Context: an optimization exercise on an open-source flow, tuned for small area. The choices shown serve that exercise and are no tape-out recipe. At most, simulation tests tie the RTL to the original design; equivalence was not proved. The clock port is modelled as an ideal driver, which makes a skipped or thinned clock tree look cheaper than it is; a real chip needs a root buffer or a tree. Power and IR drop assume default switching activity.

==> module FIFO, before the edit <==
module FIFO #(parameter MEMROY_SIZE = 8, parameter UNIT_SIZE = 8) (
    input clk, n_rst, push, pop,
    input [UNIT_SIZE - 1:0] data_in,
    output valid, buff_full,
    output [UNIT_SIZE - 1:0] data_out);
    reg [UNIT_SIZE-1:0] mem [0:7];
    reg [3:0] cm;
    wire can_push;
    integer i;
    assign valid     = ~cm[3];
    assign buff_full = ~cm[3] & (&cm[2:0]);
    assign can_push  = push & (pop ? valid : ~buff_full);
    assign data_out  = mem[cm[2:0]];
    always @(posedge clk) begin
        if (can_push) begin
            mem[0] <= data_in;
            for (i = 1; i < 8; i = i + 1) mem[i] <= mem[i-1];
        end
    end
    wire inc = push & ~pop & ~buff_full;
    wire dec = pop & ~push & valid;
    wire [3:0] t;
    assign t[0] = inc | dec;
    assign t[1] = inc & cm[0] | dec & ~cm[0];
    assign t[2] = inc & (&cm[1:0]) | dec & ~(|cm[1:0]);
    assign t[3] = inc & (&cm[2:0]) | dec & ~(|cm[2:0]);
    always @(posedge clk) begin
        if (~n_rst) cm <= 4'b1111;
        else        cm <= cm ^ t;
    end
endmodule
==> module UART_TOP, before the edit <==
module UART_TOP #(
    parameter RX_BUFFER_SIZE = 8,
    parameter TX_BUFFER_SIZE = 8,
    parameter CLK_FRQ        = 27000000,
    parameter UART_BOUAD     = 115200)
(
    input clk,
    input n_rst,
    input rx,
    input [7:0] data_in,
    input data_in_sync,
    input data_out_sync,
    output tx,
    output [7:0] data_out,
    output full_out,
    output valid_out,
    output full_in);
    reg [7:0] c;
    always @(posedge clk) begin
        if (~n_rst) c <= 8'd0;
        else        c <= c + 8'd1;
    end
    wire sample_tick = (c[3:0] == 4'd7);
    wire send_tick   = (c == 8'h7f);
    wire push_slot   = (c[3:0] == 4'd9);
    wire [7:0] data_from_rx, data_to_tx;
    wire rx_push, tx_pop, tx_valid;
    FIFO #(RX_BUFFER_SIZE, 8) rx_buffer (.clk(clk), .n_rst(n_rst),
        .push(rx_push), .pop(data_out_sync), .data_in(data_from_rx),
        .data_out(data_out), .valid(valid_out), .buff_full(full_out));
    FIFO #(TX_BUFFER_SIZE, 8) tx_buffer (.clk(clk), .n_rst(n_rst),
        .push(data_in_sync), .pop(tx_pop), .data_in(data_in),
        .data_out(data_to_tx), .valid(tx_valid), .buff_full(full_in));
    UART_TX tx_module (.clk(clk), .send_tick(send_tick), .n_rst(n_rst),
        .valid(tx_valid), .data(data_to_tx), .tx(tx), .pop(tx_pop));
    UART_RX rx_module (.clk(clk), .sample_tick(sample_tick), .push_slot(push_slot),
        .n_rst(n_rst), .rx(rx), .data(data_from_rx), .push(rx_push));
endmodule
==> flow/config.mk <==
export PLATFORM = sky130hd
export DESIGN_NAME = UART_TOP
export DESIGN_NICKNAME = UART_TOP
export VERILOG_FILES = /design/flow/design.v
export SDC_FILE = /design/flow/constraint.sdc
export NUM_CORES = 4
export LEC_CHECK = 0
export CAP_MARGIN = 20
export CORE_MARGIN = 2
export CORE_UTILIZATION = 65
export SLEW_MARGIN = 20
==> flow/constraint.sdc <==
create_clock -name core_clock -period 10.0 [get_ports {clk}]
set_input_delay 2.0000 -clock core_clock [delete_from_list [all_inputs] [get_ports {clk}]]
set_output_delay 2.0000 -clock core_clock [all_outputs]
set_load 0.01 [all_outputs]
standard.sh (not shown) runs the stock make flow with config.mk's settings and CLKGATE_MAP_FILE= SYNTH_SCRIPT=/design/flow/synth_recipe.tcl, a recipe that flattens the netlist after the stock synthesis.
==> flow/flow/run.sh <==
#!/bin/bash
# Layout flow: the standard flow (standard.sh) with
#  - synthesis re-run with flow/synth.tcl once per ABC script in flow/abc/
#    (variants of Yosys's default liberty mapping, no adder cell mapping);
#    the netlist with the smallest cell area is kept. Each netlist's
#    registers are checked to be the same instances and cell types as the
#    standard synthesis gives; if none passes, the standard one is used;
#  - port buffers of the smallest buffer cell;
#  - clock tree: after the standard CTS step has built its tree,
#    flow/post_cts.tcl (the POST_CTS_TCL hook of ORFS's cts.tcl) replaces
#    it by a root buffer and 5x4 leaf buffers over groups of registers.
# Each tool run's output goes to a log_*.txt file here.
set -euo pipefail
HERE=$PWD
RES=$HERE/orfs/results/sky130hd/UART_TOP/base
REP=$HERE/orfs/reports/sky130hd/UART_TOP/base

regs() { grep -oE '^\s*sky130_fd_sc_hd__(e?df|sdf|dl)[a-z0-9_]*\s+\S+' "$1" | sed 's/^\s*//' | sort; }
clean_synth() { rm -f $RES/1_2_yosys.v $RES/1_2_yosys.sdc $RES/1_synth.odb $RES/1_synth.sdc; }

# 1. the standard synthesis, kept for the register check
bash standard.sh synth > log_synth_standard.txt 2>&1
cp $RES/1_2_yosys.v standard_1_2_yosys.v
regs standard_1_2_yosys.v > regs_standard.txt

# 2. own synthesis, one run per ABC script
sed -e "s#SYNTH_SCRIPT=[^ ]*#SYNTH_SCRIPT=$HERE/flow/synth.tcl ADDER_MAP_FILE=#" standard.sh > own.sh
best=""
best_area=""
for s in $HERE/flow/abc/*.script; do
  n=$(basename $s .script)
  clean_synth
  if OWN_ABC_SCRIPT=$s bash own.sh synth > log_synth_own_$n.txt 2>&1 && [ -f $RES/1_2_yosys.v ]; then
    regs $RES/1_2_yosys.v > regs_own_$n.txt
    if cmp -s regs_standard.txt regs_own_$n.txt; then
      a=$(grep 'Chip area' $REP/synth_stat.txt | awk '{print $NF}')
      echo "$n $a" >> synth_areas.txt
      if [ -z "$best" ] || awk -v a=$a -v b=$best_area 'BEGIN{exit !(a<b)}'; then
        best=$s; best_area=$a
      fi
    else
      echo "$n registers differ from the standard synthesis" >> synth_areas.txt
    fi
  else
    echo "$n failed" >> synth_areas.txt
  fi
done
clean_synth
if [ -n "$best" ]; then
  echo "using $best ($best_area)" >> synth_areas.txt
  export OWN_ABC_SCRIPT=$best
  bash own.sh synth > log_synth_own.txt 2>&1
else
  echo "using the standard synthesis" >> synth_areas.txt
  cp standard.sh own.sh
  bash own.sh synth > log_synth_own.txt 2>&1
fi

# 3. the rest of the standard flow
export CTS_ARGS="-sink_clustering_enable -repair_clock_nets -dont_use_dummy_load -buf_list sky130_fd_sc_hd__clkbuf_8"
export BUFFER_PORTS_ARGS="-buffer_cell sky130_fd_sc_hd__buf_1"
export POST_CTS_TCL=$HERE/flow/post_cts.tcl
export OWN_CTS_KX=5 OWN_CTS_KY=4
export OWN_CTS_ROOT=sky130_fd_sc_hd__clkbuf_8 OWN_CTS_LEAF=sky130_fd_sc_hd__clkbuf_4
bash own.sh finish > log_finish.txt 2>&1
Other scripts of this flow, unchanged in this note and not shown: flow/flow/abc/a1.script, flow/flow/abc/a2.script, flow/flow/abc/a3.script, flow/flow/abc/a4.script, flow/flow/abc/a5.script, flow/flow/abc/a6.script, flow/flow/post_cts.tcl, flow/flow/synth.tcl
Next try:
--- a/flow/design.v
+++ b/flow/design.v
@@ -1,26 +1,27 @@
-module FIFO #(parameter MEMROY_SIZE = 8, parameter UNIT_SIZE = 8) (
+module FIFO #(parameter MEMROY_SIZE = 8, parameter UNIT_SIZE = 8, parameter POP_VALID = 0) (
     input clk, n_rst, push, pop,
     input [UNIT_SIZE - 1:0] data_in,
     output valid, buff_full,
     output [UNIT_SIZE - 1:0] data_out);
     reg [UNIT_SIZE-1:0] mem [0:7];
     reg [3:0] cm;
     wire can_push;
     integer i;
     assign valid     = ~cm[3];
     assign buff_full = ~cm[3] & (&cm[2:0]);
-    assign can_push  = push & (pop ? valid : ~buff_full);
+    wire   pop_ok    = POP_VALID ? pop : pop & valid;
+    assign can_push  = push & (pop ? pop_ok : ~buff_full);
     assign data_out  = mem[cm[2:0]];
     always @(posedge clk) begin
         if (can_push) begin
             mem[0] <= data_in;
             for (i = 1; i < 8; i = i + 1) mem[i] <= mem[i-1];
         end
     end
     wire inc = push & ~pop & ~buff_full;
-    wire dec = pop & ~push & valid;
+    wire dec = pop_ok & ~push;
     wire [3:0] t;
     assign t[0] = inc | dec;
     assign t[1] = inc & cm[0] | dec & ~cm[0];
     assign t[2] = inc & (&cm[1:0]) | dec & ~(|cm[1:0]);
     assign t[3] = inc & (&cm[2:0]) | dec & ~(|cm[2:0]);
@@ -101,11 +102,11 @@
     wire [7:0] data_from_rx, data_to_tx;
     wire rx_push, tx_pop, tx_valid;
     FIFO #(RX_BUFFER_SIZE, 8) rx_buffer (.clk(clk), .n_rst(n_rst),
         .push(rx_push), .pop(data_out_sync), .data_in(data_from_rx),
         .data_out(data_out), .valid(valid_out), .buff_full(full_out));
-    FIFO #(TX_BUFFER_SIZE, 8) tx_buffer (.clk(clk), .n_rst(n_rst),
+    FIFO #(TX_BUFFER_SIZE, 8, 1) tx_buffer (.clk(clk), .n_rst(n_rst),
         .push(data_in_sync), .pop(tx_pop), .data_in(data_in),
         .data_out(data_to_tx), .valid(tx_valid), .buff_full(full_in));
     UART_TX tx_module (.clk(clk), .send_tick(send_tick), .n_rst(n_rst),
         .valid(tx_valid), .data(data_to_tx), .tx(tx), .pop(tx_pop));
     UART_RX rx_module (.clk(clk), .sample_tick(sample_tick), .push_slot(push_slot),
Final area does not change.
Sequential share of layout area is unchanged.
Combinational power rises by 15%.
Routed wire length goes down by 1.3%.
Worst setup slack got worse by 64 ps.
Hold slack gets worse by 18 ps.
Total power drops by about 1%.
Die area does not change.
The RTL of the second run of this note was laid out without a check of its function. No run of this note takes its clock network from TritonCTS; it comes from the design's own scripts or RTL.

afterwards: timing with drivers on the ports:
The flow's constraints put no driver on any port. The routed layouts listed below were extracted and timed again, unchanged, in two steps. Step 1 (the two cells are an assumption about what drives the block):
set clk [get_ports {clk}]
set_driving_cell -lib_cell sky130_fd_sc_hd__clkbuf_16 $clk
set_driving_cell -lib_cell sky130_fd_sc_hd__buf_2 [delete_from_list [all_inputs] $clk]
Step 2 moves the port delays by t, midway between the first and last clock arrival at a register: inputs arrive t later, outputs are due t later. That takes back most of the time a late clock gives input paths. Three values: ideal, step 1, step 2; two values: the first two.
run	shift t [ns]	setup WS [ns]	worst hold slack (ns)	worst register clock-pin slew, ns	worst data-port slew with drivers (ns)
the first run	0.492	5.761 / 5.726 / 6.141	0.446 / 0.446 / 0.446	0.10 / 0.10	0.04
the second run	0.491	5.697 / 5.662 / 6.153	0.427 / 0.427 / 0.427	0.10 / 0.10	0.04
After both steps setup and hold are still met in every run listed.
